Background: an optimization exercise with open tools, aiming at small area and a short achievable clock period. Do not read the settings as production practice. RTL that was checked went through simulation tests only; none was proved equivalent to the original. Power is estimated from default activity; no workload was simulated.

Setup of main:
==> flow/design.v <==
`timescale 1ns/1ps
module pifo_reg
#(
    parameter L2_REG_WIDTH = 4,
    parameter RANK_WIDTH = 16,
    parameter META_WIDTH = 12
)
(
    input                       rst,
    input                       clk,
    output reg                  full,
    input                       insert,
    input [RANK_WIDTH-1:0]      rank_in,
    input [META_WIDTH-1:0]      meta_in,
    output reg                  valid_out,
    input                       remove,
    output [RANK_WIDTH-1:0]     rank_out,
    output [META_WIDTH-1:0]     meta_out,
    output reg                  max_valid_out,
    output [RANK_WIDTH-1:0]     max_rank_out,
    output [META_WIDTH-1:0]     max_meta_out,
    output reg [L2_REG_WIDTH:0] num_entries,
    output reg                  empty
);
    localparam N  = 2**L2_REG_WIDTH;
    localparam RW = RANK_WIDTH;
    localparam MW = META_WIDTH;
    localparam SW = L2_REG_WIDTH;
    localparam DW = RW + MW;            
    localparam EW = DW + SW;            
    function automatic gt_tree(input [RW-1:0] a, input [RW-1:0] b, input cin);
        reg [RW-1:0] g, e;
        integer w, k;
        begin
            g = a & ~b;
            e = ~(a ^ b);
            for (w = RW; w > 1; w = w / 2)
                for (k = 0; k < w / 2; k = k + 1) begin
                    g[k] = g[2*k+1] | (e[2*k+1] & g[2*k]);
                    e[k] = e[2*k+1] & e[2*k];
                end
            gt_tree = g[0] | (e[0] & cin);
        end
    endfunction
    reg [EW-1:0] ent [0:N-1];
    reg [DW-1:0] max_d;
    reg [DW-1:0] p_d;
    reg [SW-1:0] p_slot;
    reg [N-1:0]  c;       
    reg          cm;      
    reg [N-1:0]  ld, up, hold;
    reg          op_rem;
    reg          max_new, max_sec, max_keep;
    reg          insert_ltch;
    reg          calc_min_max;
    wire [EW-1:0] new_ent  = {p_slot, p_d};
    reg [EW-1:0] cur [0:N-1];
    reg [EW-1:0] nxt_up, nxt_dn;
    integer i;
    always @(*) begin
        for (i = 0; i < N; i = i + 1) begin
            nxt_up = (i > 0) ? ent[i-1] : {EW{1'b0}};
            if (i < N-1) begin
                nxt_dn = ent[i+1];
                nxt_dn[DW +: SW] = ent[i+1][DW +: SW] - (ent[i+1][DW +: SW] > ent[0][DW +: SW]);
            end else
                nxt_dn = {EW{1'b0}};
            cur[i] = ({EW{ld[i]}}   & new_ent)
                   | ({EW{up[i]}}   & nxt_up)
                   | ({EW{op_rem}}  & nxt_dn)
                   | ({EW{hold[i]}} & ent[i]);
        end
    end
    wire [DW-1:0] cur_max = ({DW{max_new}}  & p_d)
                          | ({DW{max_sec}}  & ent[N-2][DW-1:0])
                          | ({DW{max_keep}} & max_d);
    assign rank_out     = cur[0][RW-1:0];
    assign meta_out     = cur[0][RW +: MW];
    assign max_rank_out = cur_max[RW-1:0];
    assign max_meta_out = cur_max[RW +: MW];
    always @(posedge clk) begin
        for (i = 0; i < N; i = i + 1)
            ent[i] <= cur[i];
        max_d <= cur_max;
    end
    wire nz      = |num_entries;
    wire is_full = num_entries[SW];
    wire do_rem  = remove & nz;
    wire do_ins  = ~do_rem & (insert | insert_ltch);
    wire [SW-1:0] cs_top = cur[N-1][DW +: SW];
    wire          rep_ok = is_full & ~remove;
    wire [N-1:0]  c_in;
    genvar g;
    generate
        for (g = 0; g < N; g = g + 1) begin : cmp
            wire v  = num_entries > g;
            wire sg = rep_ok & (cur[g][DW +: SW] > cs_top);
            assign c_in[g] = ~v | gt_tree(cur[g][RW-1:0], rank_in, sg);
        end
    endgenerate
    wire cm_in = nz & gt_tree(cur_max[RW-1:0], rank_in, 1'b0);
    wire [N-1:0] c_nx  = insert ? c_in : {1'b1, c[N-1:1]};
    wire         cm_nx = insert ? cm_in : (cm & nz);
    wire         go_ins = do_ins & ~rst;
    wire         go_rem = do_rem & ~rst;
    wire [N-1:0] ld_nx  = {N{go_ins}} & c_nx & ~{c_nx[N-2:0], 1'b0};
    wire [N-1:0] up_nx  = {N{go_ins}} & {c_nx[N-2:0], 1'b0};
    wire mn_nx = go_ins & (is_full ? (c_nx[N-1] & ~c_nx[N-2]) : ~cm_nx);
    wire ms_nx = go_ins & is_full & c_nx[N-2];
    always @(posedge clk) begin
        if (insert)
            p_d <= {meta_in, rank_in};
        c  <= c_nx;
        cm <= cm_nx;
        p_slot   <= is_full ? cs_top : num_entries[SW-1:0];
        ld       <= ld_nx;
        up       <= up_nx;
        hold     <= ~(({N{go_ins}} & c_nx) | {N{go_rem}});
        op_rem   <= go_rem;
        max_new  <= mn_nx;
        max_sec  <= ms_nx;
        max_keep <= ~(go_ins & (is_full ? c_nx[N-1] : ~cm_nx));
    end
    always @(posedge clk) begin
        if (rst) begin
            valid_out <= 1'b0;
            max_valid_out <= 1'b0;
        end else begin
            if (insert | remove) begin
                valid_out <= 1'b0;
                max_valid_out <= 1'b0;
            end
            if (calc_min_max & nz) begin
                valid_out <= 1'b1;
                max_valid_out <= 1'b1;
            end
        end
    end
    always @(posedge clk) begin
        if (rst) begin
            num_entries <= 0;
            calc_min_max <= 0;
            insert_ltch <= 0;
            empty <= 1'b0;
            full <= 1'b0;
        end else begin
            calc_min_max <= 0;
            if (do_rem) begin
                if (num_entries == 1)
                    empty <= 1'b1;
                if (!insert)
                    full <= 1'b0;
                num_entries <= num_entries - 1'b1;
                calc_min_max <= 1;
                insert_ltch <= insert;
            end else if (do_ins) begin
                if (!is_full) begin
                    full <= (num_entries == N-1);
                    num_entries <= num_entries + 1'b1;
                end else
                    full <= 1'b1;
                empty <= 1'b0;
                calc_min_max <= 1;
                insert_ltch <= 0;
            end
        end
    end
endmodule
export LEC_CHECK = 0
export ABC_AREA = 1
export CAP_MARGIN = 20
export CORE_MARGIN = 2
export CORE_UTILIZATION = 40
export SLEW_MARGIN = 20
create_clock -name core_clock -period 16.0 [get_ports {clk}]
standard.sh (not shown) runs the stock make flow with config.mk's settings and CLKGATE_MAP_FILE= SYNTH_SCRIPT=/design/flow/synth_recipe.tcl, a recipe that flattens the netlist after the stock synthesis.
==> flow/flow/run.sh <==
#!/bin/bash
# Standard ORFS layout, with plain buffers on the ports and timing repair
# aiming well below the clock period.
set -euo pipefail
bash standard.sh SETUP_SLACK_MARGIN=11 TNS_END_PERCENT=100 \
  "BUFFER_PORTS_ARGS=-buffer_cell sky130_fd_sc_hd__buf_4" finish > standard_flow.log 2>&1
Relative to main, the following input files were edited for the feature branch:
-- flow/design.v --
<<< main, line 49
    reg [N-1:0]  c;       
    reg          cm;      
    reg [N-1:0]  ld, up, hold;
    reg          op_rem;
    reg          max_new, max_sec, max_keep;
    reg          insert_ltch;
    reg          calc_min_max;
    wire [EW-1:0] new_ent  = {p_slot, p_d};
    reg [EW-1:0] cur [0:N-1];
    reg [EW-1:0] nxt_up, nxt_dn;
>>> the feature branch, line 49
    reg [N-1:0]  c;       
    reg          cm;      
    reg          op_any;      
    reg          op_rem;      
    reg          ld0, dn0, hold0;
    reg          max_new, max_sec, max_keep;
    reg          insert_ltch;
    reg          calc_min_max;
    wire [EW-1:0] new_ent  = {p_slot, p_d};
    wire [N-1:0] ld   = {{(N-1){op_any}} & c[N-1:1] & ~c[N-2:0], ld0};
    wire [N-1:0] up   = {{(N-1){op_any}} & c[N-2:0], 1'b0};
    wire [N-1:0] dn   = {{(N-1){op_rem}}, dn0};
    wire [N-1:0] hold = {~(({(N-1){op_any}} & c[N-1:1]) | {(N-1){op_rem}}), hold0};
    reg [EW-1:0] cur [0:N-1];
    reg [EW-1:0] nxt_up, nxt_dn;
<<< main, line 68
            cur[i] = ({EW{ld[i]}}   & new_ent)
                   | ({EW{up[i]}}   & nxt_up)
                   | ({EW{op_rem}}  & nxt_dn)
                   | ({EW{hold[i]}} & ent[i]);
        end
>>> the feature branch, line 73
            cur[i] = ({EW{ld[i]}}   & new_ent)
                   | ({EW{up[i]}}   & nxt_up)
                   | ({EW{dn[i]}}     & nxt_dn)
                   | ({EW{hold[i]}} & ent[i]);
        end
<<< main, line 104
    wire         go_ins = do_ins & ~rst;
    wire         go_rem = do_rem & ~rst;
    wire [N-1:0] ld_nx  = {N{go_ins}} & c_nx & ~{c_nx[N-2:0], 1'b0};
    wire [N-1:0] up_nx  = {N{go_ins}} & {c_nx[N-2:0], 1'b0};
    wire mn_nx = go_ins & (is_full ? (c_nx[N-1] & ~c_nx[N-2]) : ~cm_nx);
    wire ms_nx = go_ins & is_full & c_nx[N-2];
>>> the feature branch, line 109
    wire         go_ins = do_ins & ~rst;
    wire         go_rem = do_rem & ~rst;
    wire         go_rem0 = go_rem & (num_entries != 1);
    wire mn_nx = go_ins & (is_full ? (c_nx[N-1] & ~c_nx[N-2]) : ~cm_nx);
    wire ms_nx = go_ins & is_full & c_nx[N-2];
<<< main, line 114
        cm <= cm_nx;
        p_slot   <= is_full ? cs_top : num_entries[SW-1:0];
        ld       <= ld_nx;
        up       <= up_nx;
        hold     <= ~(({N{go_ins}} & c_nx) | {N{go_rem}});
        op_rem   <= go_rem;
        max_new  <= mn_nx;
        max_sec  <= ms_nx;
>>> the feature branch, line 118
        cm <= cm_nx;
        p_slot   <= is_full ? cs_top : num_entries[SW-1:0];
        op_any   <= go_ins;
        op_rem   <= go_rem;
        ld0      <= go_ins & c_nx[0];
        dn0      <= go_rem0;
        hold0    <= ~((go_ins & c_nx[0]) | go_rem0);
        max_new  <= mn_nx;
        max_sec  <= ms_nx;
==> comparison <==
Across main and the feature branch, the outcome is the same: a clean finish for every run. On end-of-flow core utilization, main and the feature branch are neck and neck. Between main and the feature branch, the total power is higher for main. Looking at routed length on met2 across main and the feature branch, the one that comes out lower is the feature branch. Lower logic depth of the worst path, buffers included was reported by the feature branch, not main. The feature branch against main; number of instances in the synthesized netlist is down slightly. On number of cell rows, the lower figure sits with the feature branch, not main. Synthesis-to-finish area growth: main and the feature branch compared, lower one is the feature branch. Tightest slew margin relative to the limit in the feature branch is 0.68 points lower than in main. Going from main to the feature branch, final net count shrank slightly.
No functional check of the RTL was part of main.

## re-timing with driven ports
The results above use ideal ports. As a check the final layouts listed here were re-extracted and re-timed, cells and wires unchanged. Step 1 assumes that a clkbuf_16 drives the clock port and a buf_2 every other input. Step 2 adds t to the input delays and takes it off the output delays; t is the mean of the earliest and latest rising clock arrival at the registers after step 1. Input paths then give back, and output paths get back, about the clock's delay inside the block. Slacks: ideal / step 1 / step 2; pairs: ideal / step 1.
run | t (ns) | setup WS [ns] | hold slack, ns | worst setup path at the end | cell pins on the clock port's net
main | 0.693 | 10.834 / 10.764 / 10.479 | 0.459 / 0.459 / 0.459 | input to register | 1
the feature branch | 0.681 | 10.941 / 10.880 / 10.521 | 0.458 / 0.458 / 0.458 | input to register | 1
After both steps setup and hold are still met in every run listed. The setup slack of the feature branch, which loses most, moves by -0.061 ns with the drivers and by -0.420 ns with both steps.
